Background: an optimization exercise with open tools, aiming at small area. Do not read the settings as production practice. Only simulation tests tie the RTL to the original design; equivalence was not proved. Power figures rest on the tool's default switching activity, not on a simulated workload.

[design.v]
module LED_shining (
input clk,
input rst_n,
output led1,
output led2,
output tick_kb,         
output [5:0] jcnt,
output c1s_zero,        
output c1s_last         
);
reg [8:0] i;
reg [5:0] j;
reg [3:0] k;
wire i_end = (i == 9'd299);
wire j_end = (j == 6'd39);
always @(posedge clk or negedge rst_n) begin
  if (!rst_n) begin
    i <= 9'd0; j <= 6'd0; k <= 4'd0;
  end else begin
    i <= i_end ? 9'd0 : i + 9'd1;
    if (i_end) begin
      j <= j_end ? 6'd0 : j + 6'd1;
      if (j_end) k <= (k == 4'd9) ? 4'd0 : k + 4'd1;
    end
  end
end
wire clkdiv = (j >= 6'd20);
assign led1 = clkdiv;
assign led2 = ~clkdiv;
assign tick_kb = i_end;
assign jcnt = j;
assign c1s_zero = (k == 4'd0) && (j == 6'd0) && (i == 9'd0);
assign c1s_last = (k == 4'd7) && j_end && i_end;
endmodule
module baud # (
		parameter				BPS_PARA = 1250
	)(
		input					clk,
		input					rst_n,
		input					bps_en,
		output	reg		bps_clk
	);
reg				[4:0]	cnt;
always @ (posedge clk or negedge rst_n) begin
	if(!rst_n)
		cnt <= 1'b0;
	else if((cnt >= BPS_PARA-1)||(!bps_en))
		cnt <= 1'b0;
	else
		cnt <= cnt + 1'b1;
end
always @ (posedge clk or negedge rst_n) begin
	if(!rst_n)
		bps_clk <= 1'b0;
	else if(cnt == (BPS_PARA>>1))
		bps_clk <= 1'b1;
	else
		bps_clk <= 1'b0;
end
endmodule
module uart_rx(
		input					clk,			 
		input					rst_n,			
		output	reg		bps_en,			
		input					bps_clk,		
		input					uart_rx,		 
		output	reg		rx_data_valid,	
		output	reg		[7:0]	rx_data_out		
	);	
reg	uart_rx0,uart_rx1,uart_rx2;	
always @ (posedge clk) begin
	uart_rx0 <= uart_rx;
	uart_rx1 <= uart_rx0;
	uart_rx2 <= uart_rx1;
end
wire	neg_uart_rx = uart_rx2 & ~uart_rx1;	
reg				[3:0]	num;			
always @ (posedge clk or negedge rst_n) begin
	if(!rst_n)
		bps_en <= 1'b0;
	else if(neg_uart_rx && (!bps_en))	 
		bps_en <= 1'b1;		
	else if(num==4'd9)		             
		bps_en <= 1'b0;			
end
reg				[7:0]	rx_data;
always @ (posedge clk or negedge rst_n) begin
	if(!rst_n) begin
		num <= 4'd0;
		rx_data <= 8'd0;
	end else if(bps_en) begin	
		if(bps_clk) begin			
			num <= num + 1'b1;
			if(num<=4'd8) rx_data[num-1] <= uart_rx1;  
		end else if(num == 4'd9) begin		           
			num <= 4'd0;				
		end
	end else begin
		num <= 4'd0;
	end
end
always @ (posedge clk or negedge rst_n) begin
	if(!rst_n) begin
		rx_data_out <= 8'd0;
		rx_data_valid <= 1'b0;
	end else if(num == 4'd9) begin	
		rx_data_out <= rx_data;
		rx_data_valid <= 1'b1;
	end else begin
		rx_data_out <= rx_data_out;
		rx_data_valid <= 1'b0;
	end
end
endmodule
module uart_tx(
		input					clk,				 
		input					rst_n,			
		output	reg		bps_en,			
		input					bps_clk,			
		input					tx_data_valid,	
		input			[7:0]	tx_data_in,		
		output	reg		uart_tx			 
	);
reg				[3:0]	num;
reg				[9:0]	tx_data_r;	
always @ (posedge clk or negedge rst_n) begin
	if(!rst_n) begin
		bps_en <= 1'b0;
		tx_data_r <= 10'd0;
	end else if(tx_data_valid && (!bps_en))begin	
		bps_en <= 1'b1;		
		tx_data_r <= {1'b1,tx_data_in,1'b0};	
	end else if(num==4'd10) begin	
		bps_en <= 1'b0;		 
	end
end
always @ (posedge clk or negedge rst_n) begin
	if(!rst_n) begin
		num <= 1'b0;
		uart_tx <= 1'b1;
	end else if(bps_en) begin
		if(bps_clk) begin
			num <= num + 1'b1;
			uart_tx <= tx_data_r[num];
		end else if(num>=4'd10) 
			num <= 4'd0;	
	end
end
endmodule
module uart_bus #(
		parameter				BPS_PARA = 20  	 
	)(
		input					clk,			 
		input					rst_n,			
		input					uart_rx,		 
		output				rx_data_valid,	
		output	[7:0]		rx_data_out,		
		input					tx_data_valid,	
		input			[7:0]	tx_data_in,		
		output				uart_tx			 
);	
wire					bps_en_rx,bps_clk_rx;
baud #(
		.BPS_PARA(BPS_PARA)
	)baud_rx(	
		.clk(clk),				 
		.rst_n(rst_n),			
		.bps_en(bps_en_rx),	
		.bps_clk(bps_clk_rx)	
	);
uart_rx uart_rx_uut(
		.clk(clk),							 
		.rst_n(rst_n),						
		.bps_en(bps_en_rx),				
		.bps_clk(bps_clk_rx),			
		.uart_rx(uart_rx),				 
		.rx_data_valid(rx_data_valid),
		.rx_data_out(rx_data_out)		
	);
wire					bps_en_tx,bps_clk_tx;
baud # (
		.BPS_PARA				(BPS_PARA		)
	) baud_tx(
		.clk(clk),				 
		.rst_n(rst_n),			
		.bps_en(bps_en_tx),	
		.bps_clk(bps_clk_tx)	
	);
uart_tx uart_tx_uut(
		.clk(clk),							 
		.rst_n(rst_n),						
		.bps_en(bps_en_tx),				
		.bps_clk(bps_clk_tx),			
		.tx_data_valid(tx_data_valid),
		.tx_data_in(tx_data_in),		
		.uart_tx(uart_tx)					 
	);
endmodule
module pwm #(
		parameter	WIDTH = 32	 
	)
	(
		input					clk,
		input					rst_n,
		input	[WIDTH-1:0]	cycle,	 
		input	[WIDTH-1:0]	duty,		 
		output	reg		pwm_out
);
reg	[WIDTH-1:0]	cnt;
always @(posedge clk or negedge rst_n)
	if(!rst_n) 
		cnt <= 1'b1;
	else if(cnt >= cycle) 
		cnt <= 1'b1;
	else 
		cnt <= cnt + 1'b1;
always @(posedge clk or negedge rst_n)
	if(!rst_n) 
		pwm_out <= 1'b1;
	else if(cnt < duty) 
		pwm_out <= 1'b1;
	else 
		pwm_out <= 1'b0;
endmodule
module music_to_tone
(
input			[4:0]	choose,
output	reg		[15:0]	cycle
);
always@(*) begin
	case(choose)
        5'd0: cycle = 16'd0; 
		5'd1: cycle = 16'd45872;	 
		5'd2: cycle = 16'd40858;	 
		5'd3: cycle = 16'd36408;	 
		5'd4: cycle = 16'd34364;	 
		5'd5: cycle = 16'd30612;	 
		5'd6: cycle = 16'd27273;	 
		5'd7: cycle = 16'd24296;	 
		5'd8: cycle = 16'd22931;	 
		5'd9: cycle = 16'd20432;	 
		5'd10: cycle = 16'd18201;	 
		5'd11: cycle = 16'd17180;	 
		5'd12: cycle = 16'd15306;	 
		5'd13: cycle = 16'd13636;	 
		5'd14: cycle = 16'd12148;	 
		5'd15: cycle = 16'd11478;	 
		5'd16: cycle = 16'd10215;	 
        5'd17: cycle = 16'd9105;	 
		5'd18: cycle = 16'd8596;	 
        5'd19: cycle = 16'd7654;	 
		5'd20: cycle = 16'd6819;	 
        5'd21: cycle = 16'd6073;	 
		default:  cycle = 16'd0;		 
	endcase
end
endmodule
module electric_piano(
		input				clk,
		input				rst_n,
		output reg  [6:0]	addr,
		input    [4:0]	 data,
		input 	songs_choose,
		input	c1s_zero,       
		input	c1s_last,       
		output			beeper
	);
wire [15:0]	cycle;
reg	 [4:0]	note_c;
reg no_flag;
music_to_tone u2(
		.choose(note_c),
		.cycle(cycle)
);
pwm #(
		.WIDTH(16)
	) u3(
		.clk(clk),
		.rst_n(rst_n),
		.cycle(cycle),
		.duty(cycle>>1),
		.pwm_out(beeper)
);
reg songs_temp;
always @(posedge clk or negedge rst_n)
	if(!rst_n)
		songs_temp <= 1'b0;
	else
		songs_temp <= songs_choose;
always @(posedge clk or negedge rst_n)
	if(!rst_n)
		note_c <= 5'd0;
	else if(no_flag)
		note_c <= data;
	else
		note_c <= 5'd0;
wire last = c1s_last;
reg [6:0] addr_nxt;
always @(*)
	if(songs_temp != songs_choose)
		addr_nxt = songs_choose ? 7'd48 : 7'd0;
	else if(addr == 7'd47 && !songs_choose && last)
		addr_nxt = 7'd0;
	else if(addr == 7'd83 && songs_choose && last)
		addr_nxt = 7'd48;
	else if(last)
		addr_nxt = addr + 7'd1;
	else
		addr_nxt = addr;
always @(posedge clk or negedge rst_n)
	if(!rst_n)
		addr <= 7'd0;
	else
		addr <= addr_nxt;
always @(posedge clk or negedge rst_n)
	if(!rst_n)
		no_flag <= 1'b0;
	else if(c1s_zero)
		no_flag <= 1'b1;
	else if(last)
		no_flag <= 1'b0;
endmodule
module music_store_ram (
    input            clk,
    input            rst_n,
    input      [6:0] addra,
    input      [4:0] dina,
    input            dina_new,     
    input            W_EN,
    input      [6:0] addrb,
    output     [4:0] doutb
);
reg [6:0] ph;
always @(posedge clk)
    ph <= (ph >= 7'd82) ? 7'd0 : ph + 7'd1;
reg  [5*83-1:0] sr;
wire [4:0] rout = sr[5*83-1 -: 5];
wire [6:0] am1  = addra - 7'd1;
wire       cmt  = (ph == addra) || (ph == am1 && addra != 7'd0 && !dina_new);
wire [4:0] rin  = cmt ? dina : rout;
always @(posedge clk)
    sr <= {sr[5*82-1:0], rin};
reg [4:0] M0, M48, M;
always @(posedge clk) begin
    if (W_EN && addra == 7'd0)  M0  <= dina;
    if (W_EN && addra == 7'd48) M48 <= dina;
    if (addrb == 7'd0)
        M <= M0;
    else if (addrb == 7'd48)
        M <= M48;
    else if (W_EN && addra == addrb)
        M <= dina;
    else if (ph == ((addrb == 7'd83) ? 7'd82 : addrb))
        M <= rin;
end
reg W_EN_d;
always @(posedge clk or negedge rst_n) begin
    if (!rst_n)
        W_EN_d <= 1'b1;
    else
        W_EN_d <= W_EN;
end
assign doutb = W_EN_d ? 5'd0 : M;
endmodule
module array_keyboard #
(
	parameter			CNT_200HZ = 600
)
(
	input					clk,
	input					rst_n,
	input			[3:0]	col,
	input					tick_kb,
	input			[5:0]	jcnt,
	output reg	[3:0]	row,
	output		[2:0]	key_out,
	output reg			key_pulse
);
	wire			tick_200hz = tick_kb;
	wire			clk_200hz = jcnt[0];
	wire			fall_200hz = tick_200hz & clk_200hz;
	wire	[2:0]	jp1 = jcnt[2:0] + 3'd1;
	wire	[1:0]	c_state = jp1[2:1];
	always @(*)
		case (c_state)
			2'd0: row = 4'b1110;
			2'd1: row = 4'b1101;
			2'd2: row = 4'b1011;
			default: row = 4'b0111;
		endcase
	reg	[15:0]	nkey,nkey_r,nkout;
	assign key_out = ~nkout[2:0];
	wire [3:0] nkout_g = c_state == 2'd0 ? nkout[ 3: 0] :
	                     c_state == 2'd1 ? nkout[ 7: 4] :
	                     c_state == 2'd2 ? nkout[11: 8] : nkout[15:12];
	wire [3:0] nkey_g  = c_state == 2'd0 ? nkey[ 3: 0] :
	                     c_state == 2'd1 ? nkey[ 7: 4] :
	                     c_state == 2'd2 ? nkey[11: 8] : nkey[15:12];
	wire [3:0] nkeyr_g = c_state == 2'd0 ? nkey_r[ 3: 0] :
	                     c_state == 2'd1 ? nkey_r[ 7: 4] :
	                     c_state == 2'd2 ? nkey_r[11: 8] : nkey_r[15:12];
	always@(posedge clk or negedge rst_n) begin
		if(!rst_n) begin
			nkout <= 16'h0000; nkey_r <= 16'h0000; nkey <= 16'h0000;
		end else if(fall_200hz) begin
			case(c_state)
				2'd0: begin nkout[ 3: 0] <= nkey_r[ 3: 0]&nkey[ 3: 0]; nkey_r[ 3: 0] <= nkey[ 3: 0]; nkey[ 3: 0] <= ~col; end
				2'd1: begin nkout[ 7: 4] <= nkey_r[ 7: 4]&nkey[ 7: 4]; nkey_r[ 7: 4] <= nkey[ 7: 4]; nkey[ 7: 4] <= ~col; end
				2'd2: begin nkout[11: 8] <= nkey_r[11: 8]&nkey[11: 8]; nkey_r[11: 8] <= nkey[11: 8]; nkey[11: 8] <= ~col; end
				2'd3: begin nkout[15:12] <= nkey_r[15:12]&nkey[15:12]; nkey_r[15:12] <= nkey[15:12]; nkey[15:12] <= ~col; end
			endcase
		end
	end
	always@(posedge clk or negedge rst_n)
		if(!rst_n)
			key_pulse <= 1'b0;
		else
			key_pulse <= fall_200hz && |(~nkout_g & nkeyr_g & nkey_g);
endmodule
module In_Out_Handle (input				clk,
                      input				rst_n,
                      input		[3:0]	col,
                      output	 [3:0]	row,
                      input         uart_rx,
                      output        uart_tx,
                      output	reg				rx_data_valid_temp,
                      output	wire	[7:0]	rx_data_out_temp,
                      input					    tx_data_valid_temp,
                      input			    [7:0]	tx_data_in_temp,
                      output led_song,
                      input tick_kb,
                      input [5:0] jcnt,
                      input c1s_zero,
                      input c1s_last,
                      output			beeper);
    wire rx_data_valid;
    wire [7:0]	rx_data_out;
    reg tx_data_valid;
    reg [1:0] tx_code;                  
    wire [7:0] tx_data_in = {1'b0, |tx_code, 4'b0000, tx_code};
    reg tx_data_valid_here;
    wire tx_data_in_here;               
    reg rx_data_valid_here;
    reg [4:0] rx_data_out_here;
    reg songs_choose;
    assign led_song = songs_choose;
    reg [6:0] rx_addr_in_index;
    assign rx_data_out_temp = rx_data_out;
    wire [6:0] addr_out_index;
    wire [4:0] out_data;
    reg W_EN;
    reg finished_music_RX;
    reg back_music_RX;
    reg switch_pulse;
    wire [2:0] key_out;
    wire       key_pulse;
    array_keyboard u1(
    .clk(clk),
    .rst_n(rst_n),
    .col(col),
    .tick_kb(tick_kb),
    .jcnt(jcnt),
    .row(row),
    .key_out(key_out),
    .key_pulse(key_pulse)
    );
reg [1:0]switch_counters;
always @ (posedge clk or negedge rst_n)
    if (!rst_n)
        switch_counters <= 0;
    else if(switch_pulse==1'b1)
        switch_counters <= switch_counters +1'd1;
    else if(switch_counters == 2'd2)
        switch_counters <= 0;
always @ (posedge clk or negedge rst_n)
    if (!rst_n)  begin
        songs_choose <= 1'b0;
        switch_pulse <= 1'b0;
    end
    else if(!key_out[0] && key_pulse)
        songs_choose <= 1'b1 ;
    else if(!key_out[1]  && key_pulse)
        songs_choose <= 1'b0 ;
    else if(!key_out[2] && key_pulse)
        switch_pulse <= 1'b1;
    else if(switch_counters==2'd1)
        switch_pulse <= 1'b0;
    uart_bus u2(
    .clk(clk),
    .rst_n(rst_n),
    .uart_rx(uart_rx),
    .rx_data_valid(rx_data_valid),
    .rx_data_out(rx_data_out),
    .tx_data_valid(tx_data_valid),
    .tx_data_in(tx_data_in),
    .uart_tx(uart_tx)
    );
    electric_piano u_electric_piano(
    .clk(clk),
    .rst_n(rst_n),
    .addr(addr_out_index),
    .data(out_data),
    .songs_choose(songs_choose),
    .c1s_zero(c1s_zero),
    .c1s_last(c1s_last),
    .beeper(beeper)
    );
    music_store_ram u_music_store_ram(
    .clk(clk),
    .rst_n(rst_n),
    .addra(rx_addr_in_index),
    .dina(rx_data_out_here),
    .dina_new(rx_data_valid_here),
    .W_EN(W_EN),
    .addrb(addr_out_index),
    .doutb(out_data)
    );
always @ (posedge clk or negedge rst_n)
    if (!rst_n)  begin
      rx_data_valid_temp <= 0;
      rx_data_out_here <= 0;
      rx_data_valid_here <=0;
    end
    else if(W_EN) begin
         rx_data_out_here <= rx_data_out[4:0];
         rx_data_valid_here <= rx_data_valid;
         rx_data_valid_temp <= 0;
    end
    else begin
        rx_data_valid_temp <= rx_data_valid;
        rx_data_valid_here <= 0;
    end
always @ (posedge clk or negedge rst_n)
    if (!rst_n)  begin
         tx_data_valid <= 1'b0;
         tx_code <= 2'd0;
    end
    else if(switch_pulse) begin
         tx_data_valid<= 1'b1;
         tx_code <= 2'd2;
    end
    else if(!W_EN) begin
         tx_data_valid<= tx_data_valid_temp;
         tx_code <= {1'b0, tx_data_in_temp[0]};
    end
    else begin
         tx_data_valid<= tx_data_valid_here;
         tx_code <= {tx_data_in_here, 1'b0};
    end
always @ (posedge clk or negedge rst_n)
    if (!rst_n)   begin
        W_EN <= 1'b1;
        tx_data_valid_here <= 1'b0;
    end
    else if(back_music_RX) begin
        W_EN <= 1'b0;
        tx_data_valid_here <= 1'b0;
      end
    else if(finished_music_RX) begin
        tx_data_valid_here <= 1'b1;
    end
assign tx_data_in_here = back_music_RX;
always @ (posedge clk or negedge rst_n)
    if (!rst_n)
        back_music_RX <= 1'b0;
    else if(finished_music_RX)
        back_music_RX <= 1'b1;
always @ (posedge clk or negedge rst_n)
    if (!rst_n)  begin
        rx_addr_in_index <= 7'd0;
        finished_music_RX          <= 1'b0;
    end
    else if (rx_addr_in_index == 7'd83)
        finished_music_RX          <= 1'b1;
    else if (rx_data_valid_here)
        rx_addr_in_index <= rx_addr_in_index + 7'd1;
endmodule
module row_ram (
    input            clk,
    input            rst_n,
    input            we,
    input      [8:0] p,
    input            p_chg,
    input      [7:0] x,
    input      [8:0] r,
    input            r_inc,
    output reg [7:0] doutb
);
reg  [5:0] ph;
always @(posedge clk)
    ph <= ph + 6'd1;
wire [7:0] rout [0:7];
wire [7:0] rin  [0:7];
wire       cmt;
wire [2:0] cseg;
wire [7:0] cdat;
genvar g;
generate
    for (g = 0; g < 7; g = g + 1) begin : seg
        reg [8*64-1:0] sr;
        always @(posedge clk)
            sr <= {sr[8*63-1:0], rin[g]};
        assign rout[g] = sr[8*64-1 -: 8];
        assign rin[g]  = (cmt && cseg == g) ? cdat : rout[g];
    end
endgenerate
reg [8*32-1:0] sr7;
always @(posedge clk)
    sr7 <= {sr7[8*31-1:0], rin[7]};
assign rout[7] = sr7[8*32-1 -: 8];
assign rin[7]  = (cmt && cseg == 3'd7) ? cdat : rout[7];
function at_end;
    input [8:0] a;
    input [5:0] ph_;
    at_end = (a[8:6] == 3'd7) ? (a[4:0] == ph_[4:0]) : (a[5:0] == ph_);
endfunction
reg lv;
reg       o1v, o2v;
reg [8:0] o1a, o2a;
reg [7:0] o1d, o2d;
wire push   = p_chg && (lv || we);
wire o1hit  = o1v && (o1a == p);
wire o2hit  = o2v && (o2a == p);
wire c1     = o1v && at_end(o1a, ph);
wire c2     = o2v && at_end(o2a, ph) && !c1;
assign cmt  = c1 || c2;
assign cseg = c1 ? o1a[8:6] : o2a[8:6];
assign cdat = c1 ? o1d : o2d;
wire put1 = push && (o1hit || (!o2hit && !o1v));
wire put2 = push && !put1 && (o2hit || !o2v);
always @(posedge clk or negedge rst_n)
    if (!rst_n) begin
        lv  <= 1'b0;
        o1v <= 1'b0;
        o2v <= 1'b0;
    end else begin
        lv  <= p_chg ? 1'b0 : (lv || we);
        o1v <= put1 ? 1'b1 : (c1 ? 1'b0 : o1v);
        o2v <= put2 ? 1'b1 : (c2 ? 1'b0 : o2v);
    end
always @(posedge clk) begin
    if (put1) begin o1a <= p; o1d <= x; end
    if (put2) begin o2a <= p; o2d <= x; end
end
wire [8:0] q = r + 9'd1;
wire [7:0] qmerged = (lv && p == q)        ? x   :
                     (o1v && o1a == q)     ? o1d :
                     (o2v && o2a == q)     ? o2d : rout[q[8:6]];
wire wq = we && (p == q);
reg [7:0] Z, C, N;
always @(posedge clk) begin
    if (we && p == 9'd0) Z <= x;
    if (wq) N <= x;
    else if (at_end(q, ph)) N <= qmerged;
    if (r_inc) C <= wq ? x : N;
    else if (we && p == r) C <= x;
    if (!we) doutb <= (r == 9'd0) ? Z : C;
end
endmodule
module uart_to_ram (input wire clk_12m,
                    input wire clk,
                    input wire rst_n,
                    input	wire				rx_data_valid,
                    input	wire		[7:0]	rx_data_out,
                    input wire [8:0] addr_out_index,
                    input wire addr_out_inc,
                    input	wire show_row_done,
                    output	reg				tx_data_valid,
                    output	wire	[7:0]	tx_data_out,
                    output wire [7:0] out_data,
                    output reg [8:0] col_pos,
                    output reg W_EN,
                    output reg row_finished_flag);
    parameter SIZE_WIDTH_MAX = 9'd479;
    reg [8:0] addr_in_index;
    reg [8:0]  length_index;
    reg tx_a;                           
    assign tx_data_out = {1'b0, tx_a, 5'b00000, tx_a};
    reg show_row_done_flag;
    reg show_row_done_flag2;
    always @ (posedge clk_12m or negedge rst_n) begin
        if (!rst_n)
            length_index <= 9'd0;
        else if (length_index == 9'd480)
            length_index <= 9'd0;
        else if (rx_data_valid == 1'b1)
            length_index <= length_index + 9'd1;
    end
    wire at_max = (addr_in_index == SIZE_WIDTH_MAX);
    wire addr_chg = show_row_done_flag ? (addr_in_index != 9'd0) : (!at_max && rx_data_valid);
    always @ (posedge clk_12m or negedge rst_n)
        if (!rst_n)  begin
            addr_in_index <= 9'd0;
            W_EN          <= 1'b0;
        end
        else if (show_row_done_flag)
            addr_in_index <= 9'd0;
        else if (at_max)
            W_EN <= 1'b0;
        else if (rx_data_valid) begin
            addr_in_index <= addr_in_index + 9'd1;
            W_EN          <= 1'b1;
        end
    always @ (posedge clk or negedge rst_n)
        if (!rst_n)
            row_finished_flag <= 1'b0;
        else
            row_finished_flag <= (length_index == 9'd480);
    always @ (posedge clk or negedge rst_n)
        if (!rst_n)  begin
            col_pos            <= 9'd0;
            show_row_done_flag <= 1'd0;
        end
        else if (col_pos == 9'd320)
            col_pos <= 0;
        else if (show_row_done) begin
            col_pos <= col_pos + 9'd1;
            show_row_done_flag <= 1'd1;
        end
        else if (show_row_done_flag2)
            show_row_done_flag <= 1'd0;
    always @ (posedge clk_12m or negedge rst_n)
        if (!rst_n)  begin
            tx_a                <= 1'b0;
            tx_data_valid       <= 1'b0;
            show_row_done_flag2 <= 1'b0;
        end
        else if (show_row_done_flag == 1'b1) begin
            tx_data_valid       <= 1'b1;
            tx_a                <= 1'b1;
            show_row_done_flag2 <= 1'b1;
        end
        else begin
            tx_data_valid       <= 1'b0;
            show_row_done_flag2 <= 1'b0;
        end
    row_ram u_row_ram
    (.clk(clk),
    .rst_n(rst_n),
    .we(W_EN | rx_data_valid),
    .p(addr_in_index),
    .p_chg(addr_chg),
    .x(rx_data_out),
    .r(addr_out_index),
    .r_inc(addr_out_inc),
    .doutb(out_data)
    );
endmodule
module  lcd_write
(
    input   wire            sys_clk_50MHz       ,
    input   wire            sys_rst_n           ,
    input   wire    [8:0]   data                ,
    input   wire            en_write            ,
    output  reg             wr_done             ,
    output  wire            cs                  ,
    output  wire            dc                  ,
    output  reg             sclk                ,
    output  reg             mosi                
);
parameter CPOL = 1'b0;  
parameter CPHA = 1'b0;  
parameter DELAY_TIME = 3'd4;  
parameter CNT_SCLK_MAX = 4'd4;  
parameter STATE0 = 2'd0;
parameter STATE1 = 2'd1;
parameter STATE2 = 2'd2;
parameter DONE   = 2'd3;
reg     [1:0]   state;
reg     [2:0]   cnt_delay;
reg     [3:0]   cnt1;
reg     [2:0]   cnt_sclk;
reg             sclk_flag;
reg             state2_finish_flag;
always@(posedge sys_clk_50MHz or negedge sys_rst_n)
    if(!sys_rst_n)
        state <= STATE0;
    else
        case(state)
            STATE0 : state <= (en_write) ? STATE1 : STATE0; 
            STATE1 : state <= (cnt_delay == DELAY_TIME) ? STATE2 : STATE1; 
            STATE2 : state <= (state2_finish_flag) ? DONE : STATE2;
            DONE   : state <= STATE0;
        endcase
always@(posedge sys_clk_50MHz or negedge sys_rst_n)
    if(!sys_rst_n)
        cnt_delay <= 'd0;
    else if(state ==  DONE)
        cnt_delay <= 'd0;
    else if(state == STATE1 && cnt_delay < DELAY_TIME)
        cnt_delay <= cnt_delay + 1'b1;
    else
        cnt_delay <= 'd0;
always@(posedge sys_clk_50MHz or negedge sys_rst_n)
    if(!sys_rst_n)
        cnt1 <= 'd0;
    else if(state == STATE1)
        cnt1 <= 'd0;
    else if(state == STATE2 && cnt_sclk == CNT_SCLK_MAX)
        cnt1 <= cnt1 + 1'b1;
always@(posedge sys_clk_50MHz or negedge sys_rst_n)
    if(!sys_rst_n)
        cnt_sclk <= 'd0;
    else if(cnt_sclk == CNT_SCLK_MAX)
        cnt_sclk <= 'd0;
    else if(state == STATE2 && cnt_sclk < CNT_SCLK_MAX)
        cnt_sclk <= cnt_sclk + 1'b1;
always@(posedge sys_clk_50MHz or negedge sys_rst_n)
    if(!sys_rst_n)
        sclk_flag <= 1'b0;
    else if(CPHA == 1'b1 && state == STATE1 && (cnt_delay == DELAY_TIME - 1'b1))
        sclk_flag <= 1'b1;
    else if(cnt_sclk == CNT_SCLK_MAX - 1'b1)
        sclk_flag <= 1'b1;
    else
        sclk_flag <= 1'b0;
always@(posedge sys_clk_50MHz or negedge sys_rst_n)
    if(!sys_rst_n)
        state2_finish_flag <= 1'b0;
    else if(cnt1 == 'd15 && (cnt_sclk == CNT_SCLK_MAX - 1'b1))
        state2_finish_flag <= 1'b1;
    else
        state2_finish_flag <= 1'b0;
always@(posedge sys_clk_50MHz or negedge sys_rst_n)
    if(!sys_rst_n)
        sclk <= 1'b0;
    else if(CPOL == 1'b1 && state == STATE0)
        sclk <= 1'b1;
    else if(CPOL == 1'b0 && state == STATE0)
        sclk <= 1'b0;
    else if(sclk_flag)   
        sclk <= ~sclk;
    else
        sclk <= sclk;
always@(posedge sys_clk_50MHz or negedge sys_rst_n)
    if(!sys_rst_n)
        mosi <= 1'b0;
    else if(state == STATE0)
        mosi <= 1'b0;
    else if(state == STATE1 && cnt_delay == CNT_SCLK_MAX)
        mosi <= data[7];
    else if(state == STATE2 && sclk_flag)
        case(cnt1)
            1 : mosi <= data[6];
            3 : mosi <= data[5];
            5 : mosi <= data[4];
            7 : mosi <= data[3];
            9 : mosi <= data[2];
            11: mosi <= data[1];
            13: mosi <= data[0];
            15: mosi <= 1'b0;
            default: mosi <= mosi;
        endcase
    else 
        mosi <= mosi;
always@(posedge sys_clk_50MHz or negedge sys_rst_n)
    if(!sys_rst_n)
        wr_done <= 1'b0;
    else if(state == DONE)
        wr_done <= 1'b1;
    else
        wr_done <= 1'b0;
assign cs = (state == STATE2) ? 1'b0 : 1'b1;
assign dc = data[8]; 
endmodule
module  control
(
    input   wire             sys_clk_50MHz       ,   
    input   wire             sys_rst_n           ,
    input   wire     [8:0]   init_data           ,
    input   wire             en_write_init       ,
    input   wire             init_done           ,
    input   wire     [8:0]   show_pic_data      ,
    input   wire             en_write_show_pic  ,
	input   wire				  show_pic_done,
    output reg [8:0]col_pos,
	 output  reg             show_pic_flag      ,
    output  reg      [8:0]   data                ,
    output  reg              en_write      
);
reg     [1:0]   cnt1;
always@(posedge sys_clk_50MHz or negedge sys_rst_n)
    if(!sys_rst_n)
        col_pos <= 9'd0;
    else if(show_pic_done && col_pos< 9'd319)
        col_pos <=col_pos+9'd1;
    else 
        col_pos <=col_pos;
always@(posedge sys_clk_50MHz or negedge sys_rst_n)
    if(!sys_rst_n)
        data <= 'd0;
    else if(init_done == 1'b0)
        data <= init_data;
    else if(init_done == 1'b1)
        data <= show_pic_data;
    else
        data <= data;
always@(posedge sys_clk_50MHz or negedge sys_rst_n)
    if(!sys_rst_n)
        en_write <= 'd0;
    else if(init_done == 1'b0)
        en_write <= en_write_init ;
    else if(init_done == 1'b1)
        en_write <= en_write_show_pic;
    else
        en_write <= en_write;
always@(posedge sys_clk_50MHz or negedge sys_rst_n)
    if(!sys_rst_n)
        cnt1 <= 'd0;
    else if(show_pic_flag)
        cnt1 <= 'd0;
    else if(init_done && cnt1 < 'd3)
        cnt1 <= cnt1 + 1'b1;
    else
        cnt1 <= cnt1;
always@(posedge sys_clk_50MHz or negedge sys_rst_n)
    if(!sys_rst_n)
        show_pic_flag <= 1'b0;
    else if(cnt1 == 'd2 || show_pic_done)
        show_pic_flag <= 1'b1;
    else
        show_pic_flag <= 1'b0;        
endmodule
module lcd_init
 #( 
     parameter   TIME100MS    = 23'd5_000,   
                 TIME150MS    = 23'd7_500,   
                 TIME120MS    = 23'd6_000,   
                 TIMES4MAX    = 18'd493 ,   
                 DATA_IDLE    = 9'b0_0000_0000
 )
(
    input   wire            sys_clk_50MHz ,
    input   wire            sys_rst_n     ,
    input   wire            wr_done       ,
    output  reg             lcd_rst       ,
    output  reg     [8:0]   init_data     ,
    output  wire            en_write      ,
    output  wire            init_done
);
parameter   WHITE   = 16'hFFFF,
            BLACK   = 16'h0000,	  
            BLUE    = 16'h001F,  
            BRED    = 16'hF81F,
            GRED 	= 16'hFFE0,
            GBLUE	= 16'h07FF,
            RED     = 16'hF800,
            MAGENTA = 16'hF81F,
            GREEN   = 16'h07E0,
            CYAN    = 16'h7FFF,
            YELLOW  = 16'hFFE0,
            BROWN 	= 16'hBC40, 
            BRRED 	= 16'hFC07, 
            GRAY  	= 16'h8430; 
reg [2:0]   state;
parameter   S0_DELAY100MS         = 3'd0, 
            S1_DELAY50MS          = 3'd1,
            S2_WR_90              = 3'd2,
            S3_DELAY120MS         = 3'd3,
            S4_WR_DIRECTION_CLEAR = 3'd4,
            DONE                  = 3'd5;
reg [12:0]  cnt_150ms;
reg         lcd_rst_high_flag;
wire [5:0]  cnt_s2_num = cnt_150ms[5:0];
reg         cnt_s2_num_done; 
wire [8:0]  cnt_s4_num = cnt_150ms[8:0];
reg         cnt_s4_num_done;   
always@(posedge sys_clk_50MHz or negedge sys_rst_n)
    if(!sys_rst_n)
        state <= S0_DELAY100MS;
    else
        case(state)
            S0_DELAY100MS:
                state <= (cnt_150ms == TIME100MS) ? S1_DELAY50MS : S0_DELAY100MS;
            S1_DELAY50MS:
                state <= (cnt_150ms == TIME150MS) ? S2_WR_90 : S1_DELAY50MS;
            S2_WR_90:
                state <= (cnt_s2_num_done) ? S3_DELAY120MS : S2_WR_90;
            S3_DELAY120MS:
                state <= (cnt_150ms == TIME120MS) ? S4_WR_DIRECTION_CLEAR : S3_DELAY120MS; 
            S4_WR_DIRECTION_CLEAR:
                state <= (cnt_s4_num_done) ? DONE : S4_WR_DIRECTION_CLEAR;
            DONE:
                state <= DONE;
            default:
                state <= S0_DELAY100MS;
        endcase
always@(posedge sys_clk_50MHz or negedge sys_rst_n)
    if(!sys_rst_n)
        cnt_150ms <= 13'd0;
    else case(state)
        S0_DELAY100MS:         cnt_150ms <= cnt_150ms + 1'b1;
        S1_DELAY50MS:          cnt_150ms <= (cnt_150ms == TIME150MS) ? 13'd0 : cnt_150ms + 1'b1;
        S2_WR_90:              cnt_150ms <= cnt_s2_num_done ? 13'd0 : (wr_done ? cnt_150ms + 1'b1 : cnt_150ms);
        S3_DELAY120MS:         cnt_150ms <= (cnt_150ms == TIME120MS) ? 13'd0 : cnt_150ms + 1'b1;
        S4_WR_DIRECTION_CLEAR: cnt_150ms <= wr_done ? cnt_150ms + 1'b1 : cnt_150ms;
        default:               cnt_150ms <= 13'd0;
    endcase
always@(posedge sys_clk_50MHz or negedge sys_rst_n)
    if(!sys_rst_n)
        lcd_rst_high_flag <= 1'b0;
    else if(state == S0_DELAY100MS && (cnt_150ms == TIME100MS - 1'b1))
        lcd_rst_high_flag <= 1'b1;
    else
        lcd_rst_high_flag <= 1'b0;
always@(posedge sys_clk_50MHz or negedge sys_rst_n)
    if(!sys_rst_n)
        lcd_rst <= 1'b0;
    else if(lcd_rst_high_flag)
        lcd_rst <= 1'b1;
    else
        lcd_rst <= lcd_rst;
always@(posedge sys_clk_50MHz or negedge sys_rst_n)
    if(!sys_rst_n)
        cnt_s2_num_done <= 1'b0;
    else if(state == S2_WR_90 && cnt_s2_num == 7'd57 && wr_done == 1'b1)
        cnt_s2_num_done <= 1'b1;
    else
        cnt_s2_num_done <= 1'b0;
always@(posedge sys_clk_50MHz or negedge sys_rst_n)
    if(!sys_rst_n)
        init_data <= DATA_IDLE;
    else if(state == S2_WR_90)
        case(cnt_s2_num)     
				7'd0:  init_data <= 9'h011 ;
            7'd1:  init_data <= 9'h036 ;
				7'd2:  init_data <= 9'h100 ;
            7'd3 :  init_data <= 9'h03a ; 
            7'd4 :  init_data <= 9'h105 ;                        
            7'd5 :  init_data <= 9'h0b2 ;                        
            7'd6 :  init_data <= 9'h10c ;                        
            7'd7 :  init_data <= 9'h10c ;  
            7'd8 :  init_data <= 9'h100 ;                        
            7'd9 :  init_data <= 9'h133 ;                        
            7'd10 :  init_data <= 9'h133 ;                        
            7'd11 :  init_data <= 9'h0b7 ;                        
            7'd12 :  init_data <= 9'h135 ;  
            7'd13:  init_data <= 9'h0bb ;                        
            7'd14:  init_data <= 9'h132 ;                        
            7'd15:  init_data <= 9'h0c2 ;                        
            7'd16:  init_data <= 9'h101 ;  
            7'd17:  init_data <= 9'h0c3 ;                        
            7'd18:  init_data <= 9'h115 ;                        
            7'd19:  init_data <= 9'h0c4 ;                        
            7'd20:  init_data <= 9'h120 ;                        
            7'd21:  init_data <= 9'h0c6 ;                        
            7'd22:  init_data <= 9'h10f ;	
            7'd23:  init_data <= 9'h0d0 ;                        
            7'd24:  init_data <= 9'h1a4 ;  
            7'd25:  init_data <= 9'h1a1 ;                        
            7'd26:  init_data <= 9'h0e0 ;                        
            7'd27:  init_data <= 9'h1d0 ;  
            7'd28:  init_data <= 9'h108 ;                        
            7'd29:  init_data <= 9'h10e ;  
            7'd30:  init_data <= 9'h109 ;                        
            7'd31:  init_data <= 9'h109 ;  
            7'd32:  init_data <= 9'h105 ;                        
            7'd33:  init_data <= 9'h131 ;                        
            7'd34:  init_data <= 9'h133 ;  
            7'd35:  init_data <= 9'h148 ;                        
            7'd36:  init_data <= 9'h117 ;  
            7'd37:  init_data <= 9'h114 ;                        
            7'd38:  init_data <= 9'h115 ;				
            7'd39:  init_data <= 9'h131 ;                        
            7'd40:  init_data <= 9'h134 ;  
            7'd41:  init_data <= 9'h0e1 ;                        
            7'd42:  init_data <= 9'h1d0 ;                        
            7'd43:  init_data <= 9'h108 ;  
            7'd44:  init_data <= 9'h10e ;                        
            7'd45:  init_data <= 9'h109 ;                        
            7'd46:  init_data <= 9'h109 ;  
            7'd47:  init_data <= 9'h115 ;                        
            7'd48:  init_data <= 9'h131 ;  
            7'd49:  init_data <= 9'h133 ;                        
            7'd50:  init_data <= 9'h148 ;  
            7'd51:  init_data <= 9'h117 ;                        
            7'd52:  init_data <= 9'h114 ;                        
            7'd53:  init_data <= 9'h115 ;                        
            7'd54:  init_data <= 9'h131 ;                        
            7'd55:  init_data <= 9'h134 ;                        
            7'd56:  init_data <= 9'h021 ;                        
            7'd57:  init_data <= 9'h029 ;
            default: init_data <= DATA_IDLE;
        endcase
    else if(state == S4_WR_DIRECTION_CLEAR)
        case(cnt_s4_num)
            'd0 :  init_data <= 9'h029;
            'd1 :  init_data <= 9'h036;
            'd2 :  init_data <= 9'h100;
            'd3 :  init_data <= 9'h02a;
            'd4 :  init_data <= 9'h100;
            'd5 :  init_data <= 9'h100;
            'd6 :  init_data <= 9'h100;
            'd7 :  init_data <= 9'h1ef;
            'd8 :  init_data <= 9'h02b;
            'd9 :  init_data <= 9'h100;
            'd10:  init_data <= 9'h100;
            'd11:  init_data <= 9'h101;
            'd12:  init_data <= 9'h13f;
            'd13:  init_data <= 9'h02c;
            default : 
                if(cnt_s4_num >= 'd14 && cnt_s4_num[0] == 0)
                    init_data <= {1'b1,WHITE[15:8]};
                else if(cnt_s4_num >= 'd14 && cnt_s4_num[0] == 1)
                    init_data <= {1'b1,WHITE[7:0]};
                else
                    init_data <= DATA_IDLE;
        endcase
    else
        init_data <= DATA_IDLE;
always@(posedge sys_clk_50MHz or negedge sys_rst_n)
    if(!sys_rst_n)
        cnt_s4_num_done <= 1'b0;
    else if(state == S4_WR_DIRECTION_CLEAR && cnt_s4_num == TIMES4MAX && wr_done == 1'b1)
        cnt_s4_num_done <= 1'b1;
    else
        cnt_s4_num_done <= 1'b0;  
assign en_write = (state == S2_WR_90 || state == S4_WR_DIRECTION_CLEAR) ? 1'b1 : 1'b0;      
assign init_done = (state == DONE) ? 1'b1 : 1'b0;        
endmodule
module lcd_show_row (input wire sys_clk,
                     input wire sys_rst_n,
                     input wire wr_done,
                     input wire show_pic_flag,        
                     input wire [8:0] col_pos,
                     input wire [7:0] rom_q,
                     output wire [8:0] rom_addr,
                     output wire rom_inc,
                     output wire [8:0] show_pic_data, 
                     output wire show_pic_done,
                     output wire en_write_show_pic);
    parameter SIZE_WIDTH_MAX  = 9'd479;
    parameter SIZE_LENGTH_MAX = 9'd319;
    parameter STATE0 = 2'd0;
    parameter STATE1 = 2'd1;
    parameter STATE2 = 2'd2;
    parameter DONE   = 2'd3;
    reg  [1:0] state;
    reg          the1_wr_done;
    reg  [3:0] cnt_set_windows;
    reg          state1_finish_flag;
    reg  [2:0] cnt_rom_prepare;
    reg  [15:0] temp;
    reg          length_num_flag;
    reg  [8:0] cnt_length_num;
    reg  [9:0] cnt_wr_color_data;
    reg  [8:0] data;
    wire         state2_finish_flag;
    reg [8:0] col_pos_temp;
    always @(*)
        col_pos_temp <= col_pos+1'b1;
    always @(posedge sys_clk or negedge sys_rst_n)
        if (!sys_rst_n) state <= STATE0;
        else
        case (state)
            STATE0: state <= (show_pic_flag) ? STATE1 : STATE0;
            STATE1: state <= (state1_finish_flag) ? STATE2 : STATE1;
            STATE2: state <= (state2_finish_flag) ? DONE : STATE2;
            DONE:   state <= STATE0;
        endcase
        always @(posedge sys_clk or negedge sys_rst_n)
            if (!sys_rst_n) the1_wr_done   <= 1'b0;
            else if (wr_done) the1_wr_done <= 1'b1;
            else the1_wr_done              <= 1'b0;
    always @(posedge sys_clk or negedge sys_rst_n)
        if (!sys_rst_n) cnt_set_windows <= 'd0;
        else if (state == STATE1 && the1_wr_done) cnt_set_windows <= cnt_set_windows + 1'b1;
        else cnt_set_windows <= cnt_set_windows;
    always @(posedge sys_clk or negedge sys_rst_n)
        if (!sys_rst_n) state1_finish_flag <= 1'b0;
        else if (cnt_set_windows == 'd10 && the1_wr_done) state1_finish_flag <= 1'b1;
        else state1_finish_flag <= 1'b0;
    reg en_state2_flag;
    always@(posedge sys_clk or negedge sys_rst_n)
        if (!sys_rst_n)  en_state2_flag <= 1'b0;
        else if (state == STATE2) en_state2_flag<= 1'b1;
        else if (state == DONE) en_state2_flag<= 1'b0;
        else en_state2_flag <= en_state2_flag;
    reg [8:0] rom_data_index;
    assign rom_addr = rom_data_index;
    assign rom_inc  = state == STATE2 && the1_wr_done && rom_data_index < SIZE_WIDTH_MAX;
    always @(posedge sys_clk or negedge sys_rst_n)
        if (!sys_rst_n) rom_data_index <= 0;
        else if (state == STATE0)  rom_data_index <= 0;
        else if (state == STATE2 && the1_wr_done && rom_data_index < SIZE_WIDTH_MAX)  rom_data_index <= rom_data_index+1'b1;
        else  rom_data_index <= rom_data_index;
    always @(posedge sys_clk)
        temp <= {temp[7:0],rom_q};
    always@(posedge sys_clk or negedge sys_rst_n)
        if (!sys_rst_n)
            length_num_flag <= 1'b0;
            else if (
            state == STATE2 &&
            rom_data_index == SIZE_WIDTH_MAX &&
            the1_wr_done
            )
            length_num_flag <= 1'b1;
        else
            length_num_flag <= 1'b0;
    always @(posedge sys_clk or negedge sys_rst_n)
        if (!sys_rst_n) data <= 9'h000;
        else if (state == STATE1)
        case (cnt_set_windows)
            0: data       <= 9'h02A;
            1: data       <= {1'b1, 8'h00};
            2: data       <= {1'b1, 8'h00};
            3: data       <= {1'b1, 8'h00};
            4: data       <= {1'b1, 8'hef};   
            5: data       <= 9'h02B;
            6: data       <= {1'b1, 7'h00,col_pos[8]};
            7: data       <= {1'b1, col_pos[7:0]};
            8: data       <= {1'b1, 7'h00,col_pos_temp[8]};
            9: data       <= {1'b1, col_pos_temp[7:0]};   
            10: data      <= 9'h02C;
            default: data <= 9'h000;
        endcase
        else if (state == STATE2)
        data <= {1'b1,temp[15:8]};
    else data <= data;
    assign state2_finish_flag = (
    (
    (rom_data_index == SIZE_WIDTH_MAX)
    ) &&
    length_num_flag
    ) ? 1'b1 : 1'b0;
    assign show_pic_data     = data;
    assign en_write_show_pic = (state == STATE1 || en_state2_flag) ? 1'b1 : 1'b0;
    assign show_pic_done     = (state == DONE) ? 1'b1 : 1'b0;
endmodule
module  picture_display
(
    input           	clk			,
    input               clk_50MHz,
    input           	rst_n		   ,
    input               rx_data_valid,
    input               [7:0]	rx_data_out,
    output              tx_data_valid,
    output               [7:0]	tx_data_in,
    output          	lcd_rst     ,
	output				lcd_blk		,
    output          	lcd_dc      ,
    output          	lcd_sclk    ,
    output          	lcd_mosi    ,
    output          	lcd_cs      
);
wire    [8:0]   data;   
wire            en_write;
wire            wr_done; 
wire    [8:0]   init_data;
wire            en_write_init;
wire            init_done;
wire            en_size            ;
wire            show_pic_flag     ;
wire    [6:0]   ascii_num          ;
wire    [8:0]   start_x            ;
wire    [8:0]   start_y            ;
wire    [8:0]   show_pic_data     ;
wire            en_write_show_pic  ;
wire            show_char_done     ;  
wire     [8:0]  rom_addr;
wire    [7:0]   rom_q; 
wire show_pic_done;
wire rom_inc;
wire [8:0]col_pos;
assign			lcd_blk = 1'b1;
wire W_EN;
wire row_finished_flag;
lcd_write  lcd_write_inst
(
    .sys_clk_50MHz(clk_50MHz	  ),
    .sys_rst_n    (rst_n  		  ),
    .data         (data         ),
    .en_write     (en_write     ),
    .wr_done      (wr_done      ),
    .cs           (lcd_cs       ),
    .dc           (lcd_dc       ),
    .sclk         (lcd_sclk     ),
    .mosi         (lcd_mosi     )
);
control  control_inst
(
    .sys_clk_50MHz          (clk_50MHz 	       ), 
    .sys_rst_n              (rst_n		          ),
    .init_data              (init_data           ),
    .en_write_init          (en_write_init       ),
    .init_done              (init_done           ),
    .show_pic_data         (show_pic_data      ),
    .en_write_show_pic     (en_write_show_pic  ),
    .show_pic_done   (show_pic_done),
	.show_pic_flag	      (show_pic_flag     ),
    .data                   (data                ),
    .en_write               (en_write            )
);
lcd_init  lcd_init_inst
(
    .sys_clk_50MHz(clk_50MHz		),
    .sys_rst_n    (rst_n	     ),
    .wr_done      (wr_done      ),
    .lcd_rst      (lcd_rst      ),
    .init_data    (init_data    ),
    .en_write     (en_write_init),
    .init_done    (init_done    )
);
reg show_temp;
always@(posedge clk or negedge rst_n)
    if(!rst_n)
        show_temp <= 1'b0;
    else if(show_pic_flag)
        show_temp <= 1'b1;
    else if(row_finished_flag)
        show_temp <= 1'b0;
    else
    show_temp <=show_temp;
lcd_show_row u_lcd_show_row
(
    .sys_clk			(clk_50MHz    ),
    .sys_rst_n        	(rst_n        ),
    .wr_done          	(wr_done      ),
    .show_pic_flag    	(show_temp && row_finished_flag), 
	.col_pos  (col_pos),
	.rom_addr	 		(rom_addr), 
	.rom_inc			(rom_inc),
	.rom_q				(rom_q),
	.show_pic_data    	(show_pic_data     ),   
    .en_write_show_pic  (en_write_show_pic ),
    .show_pic_done   (show_pic_done)  
);
uart_to_ram  u_uart_to_ram
(
    .clk_12m(clk),
    .clk(clk_50MHz),
    .rst_n(rst_n),
    .rx_data_valid(rx_data_valid),
    .rx_data_out(rx_data_out),
    .addr_out_index(rom_addr),
    .addr_out_inc(rom_inc),
    .show_row_done(show_pic_done),
    .tx_data_valid(tx_data_valid),
    .tx_data_out(tx_data_in),
    .out_data(rom_q),
    .col_pos(col_pos),
    .W_EN(W_EN),
    .row_finished_flag(row_finished_flag)
                   );
endmodule
module top (
input clk_12m,       
input rst_n,     
output led1,     
output led2,      
output          	lcd_rst     ,
output				lcd_blk		,
output          	lcd_dc      ,
output          	lcd_sclk    ,
output          	lcd_mosi    ,
output          	lcd_cs   ,
input				uart_rx,		 
output				uart_tx,
input		[3:0]	col,
output	    [3:0]	row,
output led_song,
output			    beeper
);
wire  clk_48m = clk_12m;
wire tick_kb, c1s_zero, c1s_last;
wire [5:0] jcnt;
LED_shining  u_LED_shining (
    .clk                     ( clk_12m     ),
    .rst_n                   ( rst_n   ),
    .led1                    ( led1  ),
    .led2                    (     ),
    .tick_kb                 ( tick_kb ),
    .jcnt                    ( jcnt ),
    .c1s_zero                ( c1s_zero ),
    .c1s_last                ( c1s_last )
);
assign led2 = led1;
wire rx_data_valid;
wire [7:0]	rx_data_out;
wire tx_data_valid;
wire [7:0]	tx_data_in;
picture_display u_picture_display(
    .clk		( clk_12m)	,
    .clk_50MHz ( clk_48m)	,
    .rst_n		 (rst_n)  ,
    .rx_data_valid(rx_data_valid),
    .rx_data_out(rx_data_out),
    .tx_data_valid(tx_data_valid),
    .tx_data_in(tx_data_in),
    .lcd_rst     (lcd_rst),
	.lcd_blk	(lcd_blk)	,
    .lcd_dc      (lcd_dc),
    .lcd_sclk    (lcd_sclk),
    .lcd_mosi    (lcd_mosi),
    .lcd_cs  (lcd_cs)
);
In_Out_Handle  u_In_Out_Handle(
    .clk(clk_12m),
    .rst_n(rst_n),
    .col(col),
    .row(row),
    .uart_rx(uart_rx),
    .uart_tx(uart_tx),
    .rx_data_valid_temp(rx_data_valid),
    .rx_data_out_temp(rx_data_out),
    .tx_data_valid_temp(tx_data_valid),
    .tx_data_in_temp(tx_data_in),
    .led_song(led_song),
    .tick_kb(tick_kb),
    .jcnt(jcnt),
    .c1s_zero(c1s_zero),
    .c1s_last(c1s_last),
    .beeper(beeper)
);
endmodule
[flow/run.sh]
#!/bin/bash
set -euo pipefail
export CTS_ARGS="-sink_clustering_enable -repair_clock_nets -sink_clustering_size 27 -sink_clustering_max_diameter 60 -buf_list sky130_fd_sc_hd__clkbuf_16 -dont_use_dummy_load"
bash standard.sh > standard.log 2>&1
[standard.sh]
#!/bin/bash
# synth_recipe.tcl (not shown) runs the flow's synth.tcl, then flattens the netlist and writes it again
# the make line also repeats each setting of config.mk as NAME=value (left out here)
make -C /OpenROAD-flow-scripts/flow DESIGN_CONFIG=/design/flow/config.mk WORK_HOME=/design/flow/orfs CLKGATE_MAP_FILE= SYNTH_SCRIPT=/design/flow/synth_recipe.tcl "${@:-finish}"
[config.mk]
export PLATFORM = sky130hd
export DESIGN_NAME = top
export DESIGN_NICKNAME = top
export VERILOG_FILES = /design/flow/design.v
export SDC_FILE = /design/flow/constraint.sdc
export NUM_CORES = 4
export LEC_CHECK = 0
export CAP_MARGIN = 20
export CORE_MARGIN = 2
export CORE_UTILIZATION = 70
export PLACE_DENSITY = 0.85
export SLEW_MARGIN = 20
[constraint.sdc]
create_clock -name core_clock -period 10.0 [get_ports {clk_12m}]
set_input_delay 2.0000 -clock core_clock [delete_from_list [all_inputs] [get_ports {clk_12m}]]
set_output_delay 2.0000 -clock core_clock [all_outputs]
set_load 0.01 [all_outputs]
==> impl_summary.log, run 1 <==
INFO  metric detailedPlace.worstSlack = 5.62 ns
INFO  metric final-hold-violation-count = 0
INFO  metric setup_viol = 0
INFO  metric wire_length_of_the_first_global_routing_pass = 321,000 µm
INFO  metric synth_area_leaders = dfxtp_1 (79%), dfrtp_1 (6.6%), edfxtp_1 (2.2%)
INFO  metric vdd_drop_max = 0.207 mV
INFO  metric synth-warning-count = 17
INFO  metric drt_first_pass_iters = 10
INFO  metric period_minus_slack = 4.90 ns
INFO  metric dieHeight = 398 µm
INFO  metric postCtsSetupBuffers = 0
INFO  metric synth_top_area_share = 79.0%
INFO  metric finalWorstSetupSlack = 5.10 ns
INFO  metric floorplan.core_area = 154,000 µm²
INFO  metric post_synth_num_cell_types = 96
INFO  metric start_util = 70.5%
INFO  metric gp_congestion = 0.870
INFO  metric count_of_pins_on_the_block_boundary = 22
INFO  metric reg2reg_to = u_In_Out_Handle.u2.uart_rx_uut.rx_data[2]
INFO  metric place_inst = 8,730
INFO  metric layout.cells.non_filler = 8,937
INFO  metric slew_headroom = 15.0%
INFO  metric critical-path-max-stage-delay = 0.70 ns
INFO  metric final_layout_size_suffix_gt1_share = 4.76%
INFO  metric cellLeakagePower = 46.9 nW
INFO  metric filler_cell_count = 7,974
INFO  metric pwr-share-seq = 66.9%
INFO  metric die-width = 398 µm
INFO  metric clock-sinks = 4,660
INFO  metric setup.worst_path.class = reg2reg
INFO  metric met1_length = 81,300 µm
INFO  metric required_time_of_the_critical_path = 10.71 ns
INFO  metric hold_start = u_picture_display.u_uart_to_ram.u_row_ram.sr7[214]
INFO  metric rsz0062_at_grt = no
INFO  metric postLayoutCoreUtil = 75.4%
INFO  metric clkLatencyLatePin = 0.87 ns
INFO  metric routedWlPerCell = 23.9 µm
INFO  metric dr_wl_met3 = 11,000 µm
INFO  metric antenna_found_initial = 20
INFO  metric skew = 0.117 ns
INFO  metric via_count = 47,400
INFO  metric post_cts_resize_count = 0
INFO  metric power_report.internal_total = 22.3 mW
INFO  metric worstPathCellList = inv_1, ha_1, xnor2_1, nand4_1, ha_1, or4_1, nor4_1, nand4_1, a211oi_2, nand2_1, or3_1, nor2_1, mux2_2
INFO  metric drv_slew = 0
INFO  metric dr.max_layer_used = met5
INFO  metric total_switching_power = 5.55 mW
INFO  metric mappedNetlistNets = 6,919
INFO  metric clk_path_buf_depth = 3
INFO  metric worstMarginPinSlew = 1.27 ns
INFO  metric r2r_setup_slack = 5.10 ns
INFO  metric post-route-drc-count = 0
INFO  metric synth-edff-count = 81
INFO  metric cts.root.buffer_cell = clkbuf_16
INFO  metric r2r_start = u_In_Out_Handle.u2.uart_rx_uut.num[0]
INFO  metric synth.top_cells.by_count = dfxtp_1 (4,287), nand2_1 (291), dfrtp_1 (287)
INFO  metric cts_hold_buffers = 0
INFO  metric mappedNetlistArea = 109,000 µm²
INFO  metric rows = 144
INFO  metric cp-end-kind = register
INFO  metric run_status = finished clean
INFO  metric powerDensity = 240 nW/µm²
INFO  metric max_freq = 204 MHz
INFO  metric area_growth_from_synthesis_to_layout = 6.85%
INFO  metric vias_in_the_first_global_route = 51,100
INFO  metric cts_tree = built
INFO  metric setup-tns-final = 0 ns
INFO  metric tritoncts.num_buffers = 203
INFO  metric syn_inst = 6,805
INFO  metric critical_path_arrival = 5.61 ns
INFO  metric critical-path-slowest-cell = dfrtp_1
INFO  metric post_drt_via_cell_ratio = 5.31
INFO  metric whs_path_depth = 0
INFO  metric route.final.wire_length = 213,000 µm
INFO  metric maxCapViolations = 0
INFO  metric synth.yosys.seq_area_share = 87.9%
INFO  metric met2_wirelength = 111,000 µm
INFO  metric dominantRegCellSynth = dfxtp_1
INFO  metric hold-path-endpoint = u_picture_display.u_uart_to_ram.u_row_ram.sr7[222]
INFO  metric grt-ovfl-total = 0
INFO  metric design.final.nets = 7,006
INFO  metric route.antenna.remaining_nets = 0
INFO  metric power.share.switching = 19.9%
INFO  metric port-buffer-count = 20
INFO  metric postSynth.asyncResetShare = 6.27%
INFO  metric postSynthRegisterBits = 4,660
INFO  metric crit_fanout = 15
INFO  metric setup.worst_path.start_class = register
INFO  metric fp.dieArea = 158,000 µm²
INFO  metric post-synth-top-area-cell = dfxtp_1
INFO  metric initialDrtViolationCount = 4,144
INFO  metric reg2regPathDepth = 13
INFO  metric power.share.clock = 32.5%
INFO  metric hpwlAfterDp = 118,000 µm
INFO  metric largest_net_degree_at_the_start_of_global_routing = 191
INFO  metric htree_num_levels = 4
INFO  metric grt_use_total = 27.4%
INFO  metric final.period_utilization = 49.0%
INFO  metric comb_power_share = 0.6%
INFO  metric synthesis.area_per_instance = 16.0 µm²
INFO  metric synth.most_common_cell = dfxtp_1
INFO  metric clk_transition_reported_paths = 0.10 ns
INFO  metric timing.hold.worst.class = reg2reg
==> worst max-delay path by stage <==
| stage | from | slack (ns) | end |
|---|---|---|---|
| 5_1_grt | u_In_Out_Handle.u2.uart_rx_uut.num[0] | 4.96 | u_In_Out_Handle.u2.uart_rx_uut.rx_data[2] |
| 2_1_floorplan | u_In_Out_Handle.u2.uart_rx_uut.num[0] | 6.15 | u_In_Out_Handle.u2.uart_rx_uut.rx_data[2] |
| 6_report | u_In_Out_Handle.u2.uart_rx_uut.num[0] | 5.10 | u_In_Out_Handle.u2.uart_rx_uut.rx_data[2] |
| 3_3_place_gp | u_In_Out_Handle.u2.uart_rx_uut.num[0] | 5.65 | u_In_Out_Handle.u2.uart_rx_uut.rx_data[2] |
| 3_5_place_dp | u_In_Out_Handle.u2.uart_rx_uut.num[0] | 5.62 | u_In_Out_Handle.u2.uart_rx_uut.rx_data[2] |
| 4_1_cts | u_In_Out_Handle.u2.uart_rx_uut.num[0] | 5.26 | u_In_Out_Handle.u2.uart_rx_uut.rx_data[2] |
==> power groups by stage <==
stage | Combinational [mW] | Clock (mW) | Sequential [mW]
after floorplan | 0.0934 | 0 | 19.1
after global placement | 0.142 | 0 | 19.1
after detailed placement | 0.145 | 0 | 19.1
after CTS | 0.165 | 9.15 | 18.6
after global routing | 0.183 | 9.73 | 18.7
final | 0.168 | 9.05 | 18.6
==> area by class of cell <==
class | instances | area (µm²) | area share (%)
tap | 2044 | 2560 | 2.20
inverter | 97 | 364 | 0.314
timing repair buffer | 33 | 335 | 0.289
multi-input combinational | 1897 | 12200 | 10.5
antenna | 3 | 7.51 | 0.00647
sequential | 4660 | 95600 | 82.3
clock buffer | 203 | 5080 | 4.38
==> logic make-up after synthesis <==
group	count (synthesis)	synth area share (%)
muxes	89	0.892
xor gates and xnor gates	184	1.55
DFF	4660	87.9
other	1	0.00345
buffers and inverters	248	0.911
and+or+nand+nor	954	4.28
adders and majority gates	107	1.23
AOI/OAI and AO/OA	562	3.19
==> critical path: cells and delay by family, from the launching register on <==
family	cells	cell delay, ns
compound gates	1	0.31
flops	1	0.70
buf+inv	1	0.20
simple gates	7	2.03
xor+xnor	1	0.62
fa+ha+maj	2	0.57
mux	1	0.34
==> metrics by stage <==
step	power, mW	instance area, µm²	hold WS [ns]
6_report	27.9	116000	0.279
5_1_grt	28.6	116000	0.265
3_5_place_dp	19.2	111000	0.312
4_1_cts	28.0	116000	0.257
2_1_floorplan	19.2	109000	0.310
3_3_place_gp	19.2	111000	0.310
==> placed cells by master (no fill, tap or decap), types with 8 or more instances in the layout <==
master	n
o21ai_0	155
or2_2	12
clkbuf_16	203
a31oi_1	22
mux2_2	52
nor4_1	26
xor2_1	70
a21o_1	22
o22ai_1	35
clkdlybuf4s50_1	19
nor2b_1	28
and3_1	25
nand4_1	43
nor2_1	253
nand3b_1	13
mux2i_1	32
dfrtp_1	287
a211oi_1	15
xnor2_1	105
o211ai_1	17
inv_1	94
and2_1	24
ha_1	107
nand3_1	76
nand2b_1	32
dfxtp_1	4287
or4_1	9
edfxtp_1	81
or3_1	18
nor3b_1	16
buf_4	11
nor3_1	43
a22oi_1	19
nand2_1	291
a21oi_1	181
and4_1	8
o22a_1	11
==> routing by layer <==
layer	track usage (%)	vias up
met5	0	-
met4	11.8	12
met3	4.87	702
met2	48.7	1724
met1	32.8	23000
li1	-	22000
==> sequential cells by signal, summed over array words and instances, names as in the netlist, 13 cells and up, named ones only <==
signal	flops
u_In_Out_Handle.u1.nkey	16
u_picture_display.u_lcd_show_row.temp	16
u_picture_display.u_uart_to_ram.u_row_ram.sr7	256
u_picture_display.u_uart_to_ram.u_row_ram.seg.sr	3584
u_picture_display.lcd_init_inst.cnt_150ms	13
u_In_Out_Handle.u1.nkey_r	16
u_In_Out_Handle.u1.nkout	16
u_In_Out_Handle.u_music_store_ram.sr	415
u_In_Out_Handle.u_electric_piano.u3.cnt	16
==> inputs of run 2 (changes only) <==
==> flow/run.sh (replaced) <==
#!/bin/bash
set -euo pipefail
export CTS_ARGS="-sink_clustering_enable -repair_clock_nets -sink_clustering_size 29 -sink_clustering_max_diameter 60 -buf_list sky130_fd_sc_hd__clkbuf_16 -dont_use_dummy_load"
bash standard.sh > standard.log 2>&1
==> run 2 against run 1 <==
  * Via count fell by 1.0%
  * Sequential share of layout area rose by 0.16 points
  * Global-route usage fell by 0.67 points
  * Worst hold slack got worse by 0.040 ns
  * Non-clock buffer count rose by 1
  * Cell area fell by 0.20%
  * Total power fell by 1.1%
==> impl_summary.log, run 2 <==
INFO  metric run_status = finished clean
INFO  metric setup.worst_path.start_class = register
INFO  metric route.final.wire_length = 208,000 µm
INFO  metric filler_cell_count = 7,987
INFO  metric via_count = 47,000
INFO  metric final-hold-violation-count = 0
INFO  metric postPlaceCellArea = 111,000 µm²
INFO  metric fin_hold_ws = 0.239 ns
INFO  metric cp_top_family = buffers and inverters
INFO  metric synth-edff-count = 81
INFO  metric powerDensity = 238 nW/µm²
INFO  metric synth_area_leaders = dfxtp_1 (79%), dfrtp_1 (6.6%), edfxtp_1 (2.2%)
INFO  metric critical_path_arrival = 2.52 ns
INFO  metric critical-path-slowest-cell = clkdlybuf4s50_1
INFO  metric synth.yosys.seq_area_share = 87.9%
INFO  metric synthesis.area_per_instance = 16.0 µm²
INFO  metric drv_slew = 0
INFO  metric rsz0062_at_grt = no
INFO  metric clock-sinks = 4,660
INFO  metric vias_in_the_first_global_route = 50,600
INFO  metric max_flop_register = u_picture_display.u_uart_to_ram.u_row_ram.seg.sr
INFO  metric final_layout_size_suffix_gt1_share = 4.67%
INFO  metric worstPathCellList = ha_1, xnor2_1, nand2_1, clkdlybuf4s50_1
INFO  metric timing.hold.worst.class = reg2reg
INFO  metric post_cts_resize_count = 0
INFO  metric mappedNetlistNets = 6,919
INFO  metric post_drt_via_cell_ratio = 5.26
INFO  metric postCtsSetupBuffers = 0
INFO  metric rows = 144
INFO  metric maxCapViolations = 0
INFO  metric initialDrtViolationCount = 3,956
INFO  metric gp_congestion = 0.870
INFO  metric area_growth_from_synthesis_to_layout = 6.64%
INFO  metric fin_area = 116,000 µm²
INFO  metric wire_length_of_the_first_global_routing_pass = 314,000 µm
INFO  metric cellLeakagePower = 46.8 nW
INFO  metric post-route-drc-count = 0
INFO  metric postSynth.asyncResetShare = 6.27%
INFO  metric route.antenna.remaining_nets = 0
INFO  metric post_synth_num_cell_types = 96
INFO  metric synth-warning-count = 17
INFO  metric cp-end-kind = primary output
INFO  metric synth.most_common_cell = dfxtp_1
INFO  metric drt_first_pass_iters = 9
INFO  metric clk_transition_reported_paths = 0.11 ns
INFO  metric buf_inv_stages_crit_path = 1
INFO  metric synth_top_area_share = 79.0%
INFO  metric skew = 0.141 ns
INFO  metric required_time_of_the_critical_path = 8.00 ns
INFO  metric final.period_utilization = 45.2%
INFO  metric grt_use_total = 26.7%
INFO  metric slew_headroom = 24.6%
INFO  metric hpwlAfterDp = 118,000 µm
INFO  metric critical-path-max-stage-delay = 0.53 ns
INFO  metric post-synth-top-area-cell = dfxtp_1
INFO  metric layout_commonest_cell = dfxtp_1
INFO  metric dominantRegCellSynth = dfxtp_1
INFO  metric period_minus_slack = 4.52 ns
INFO  metric cts_hold_buffers = 0
INFO  metric top_regs = u_picture_display.u_uart_to_ram.u_row_ram.seg.sr: 3584 flops, u_In_Out_Handle.u_music_store_ram.sr: 415 flops, u_picture_display.u_uart_to_ram.u_row_ram.sr7: 256 flops
INFO  metric setup-tns-final = 0 ns
INFO  metric grt-ovfl-total = 0
INFO  metric setup.worst_path.class = reg2out
INFO  metric tritoncts.num_buffers = 193
INFO  metric vdd_drop_max = 0.214 mV
INFO  metric postSynthRegisterBits = 4,660
INFO  metric worstMarginPinSlew = 1.10 ns
INFO  metric setup_viol = 0
INFO  metric syn_inst = 6,805
INFO  metric largest_reg_flops = 3,584
INFO  metric start_util = 70.5%
INFO  metric floorplan.core_area = 154,000 µm²
INFO  metric crit_fanout = 6
INFO  metric synth.top_cells.by_count = dfxtp_1 (4,287), nand2_1 (291), dfrtp_1 (287)
INFO  metric antenna_found_initial = 10
INFO  metric fp.dieArea = 158,000 µm²
INFO  metric port-buffer-count = 20
INFO  metric max_freq = 221 MHz
INFO  metric cts.root.buffer_cell = clkbuf_16
INFO  metric htree_num_levels = 4
INFO  metric design.final.nets = 6,997
INFO  metric clkLatencyLatePin = 0.87 ns
INFO  metric dieHeight = 398 µm
INFO  metric most_used_cells_in_the_layout_excluding_fill_and_tap_cells = dfxtp_1 (4,287), nand2_1 (291), dfrtp_1 (287)
INFO  metric die-width = 398 µm
INFO  metric routedWlPerCell = 23.3 µm
INFO  metric mappedNetlistArea = 109,000 µm²
INFO  metric clk_path_buf_depth = 3
INFO  metric cts_tree = built
INFO  metric largest_net_degree_at_the_start_of_global_routing = 191
INFO  metric count_of_pins_on_the_block_boundary = 22
## run 2: logic make-up after synthesis
family,synth area share (%)
flip-flops,87.9
AND/OR/NAND/NOR,4.28
AO/OA/AOI/OAI,3.19
buffers and inverters,0.911
XOR/XNOR,1.55
adder cells (fa/ha/maj),1.23
multiplexers,0.892
other,0.00345
## run 2: report_power, final
part | total, mW | switching, mW | leakage (nW) | internal (mW)
Sequential | 18.6 | 0.0245 | 39.1 | 18.6
Clock | 8.76 | 5.30 | 2.38 | 3.46
Combinational | 0.157 | 0.104 | 5.27 | 0.0531
## run 2: metal layers
layer | up-vias | share of wire [%] | global-route usage (%)
met1 | 22800 | 39 | 32.1
met3 | 645 | 4.9 | 4.85
li1 | 22000 | - | -
met4 | 10 | 4.6 | 10.9
met2 | 1531 | 52 | 47.6
met5 | - | 0.029 | 0
## run 2: path summary, 6_finish.rpt
check / start / endpoint / slack (ns) / depth (start not counted)
setup / recovery: u_LED_shining.j[0] / row[1] / 5.48 / 4
hold / removal: register / register / 0.24 / 0
setup reg to reg: u_In_Out_Handle.u2.uart_rx_uut.num[0] / u_In_Out_Handle.u2.uart_rx_uut.rx_data[2] / 5.54 / 13
hold reg to reg: register / register / 0.24 / 0
max in group asynchronous: rst_n / u_In_Out_Handle.rx_addr_in_index[6] / 7.22 / 3
min in group asynchronous: rst_n / u_picture_display.lcd_init_inst.lcd_rst / 1.15 / 1
## run 2: cell type report
type                    instances  area (µm²)  share of cell area, %
inverters                      97         364                  0.314
diodes                          5        12.5                 0.0108
well taps                    2044        2560                   2.21
repair buffers                 34         343                  0.296
flip-flops and latches       4660       95600                   82.5
multi-input cells            1897       12200                   10.5
clock buffers                 193        4830                   4.17
## run 2: stage by stage
stage / setup slack [ns] / std cells / utilization [%] / power (mW)
after global routing: 5.29 / 8925 / 75.2 / 28.3
after floorplan: 6.15 / 6805 / - / 19.2
after global placement: 5.65 / 8730 / 72.0 / 19.2
final: 5.48 / 8930 / 75.2 / 27.6
after CTS: 5.41 / 8923 / 75.2 / 27.7
after detailed placement: 5.62 / 8730 / 72.0 / 19.2

==> what the ideal ports hide <==
How much do the figures lean on ideal ports? The routed layouts below were timed once more, with nothing changed but the port constraints.
Step 1 (the two cells are an assumption about what drives the block):
set clk [get_ports {clk_12m}]
set_driving_cell -lib_cell sky130_fd_sc_hd__clkbuf_16 $clk
set_driving_cell -lib_cell sky130_fd_sc_hd__buf_2 [delete_from_list [all_inputs] $clk]
Step 2 adds t to the input delays and takes it off the output delays; t is the mean of the earliest and latest rising clock arrival at the registers after step 1. Input paths then give back, and output paths get back, about the clock's delay inside the block.
Three values: ideal, step 1, step 2; two values: the first two.
run | t (ns) | setup slack, ns | worst hold slack (ns)
run 1 | 0.889 | 5.104 / 5.104 / 5.104 | 0.279 / 0.279 / 0.279
run 2 | 0.883 | 5.476 / 5.399 / 5.540 | 0.239 / 0.239 / 0.239
After both steps every run listed still meets setup and hold.
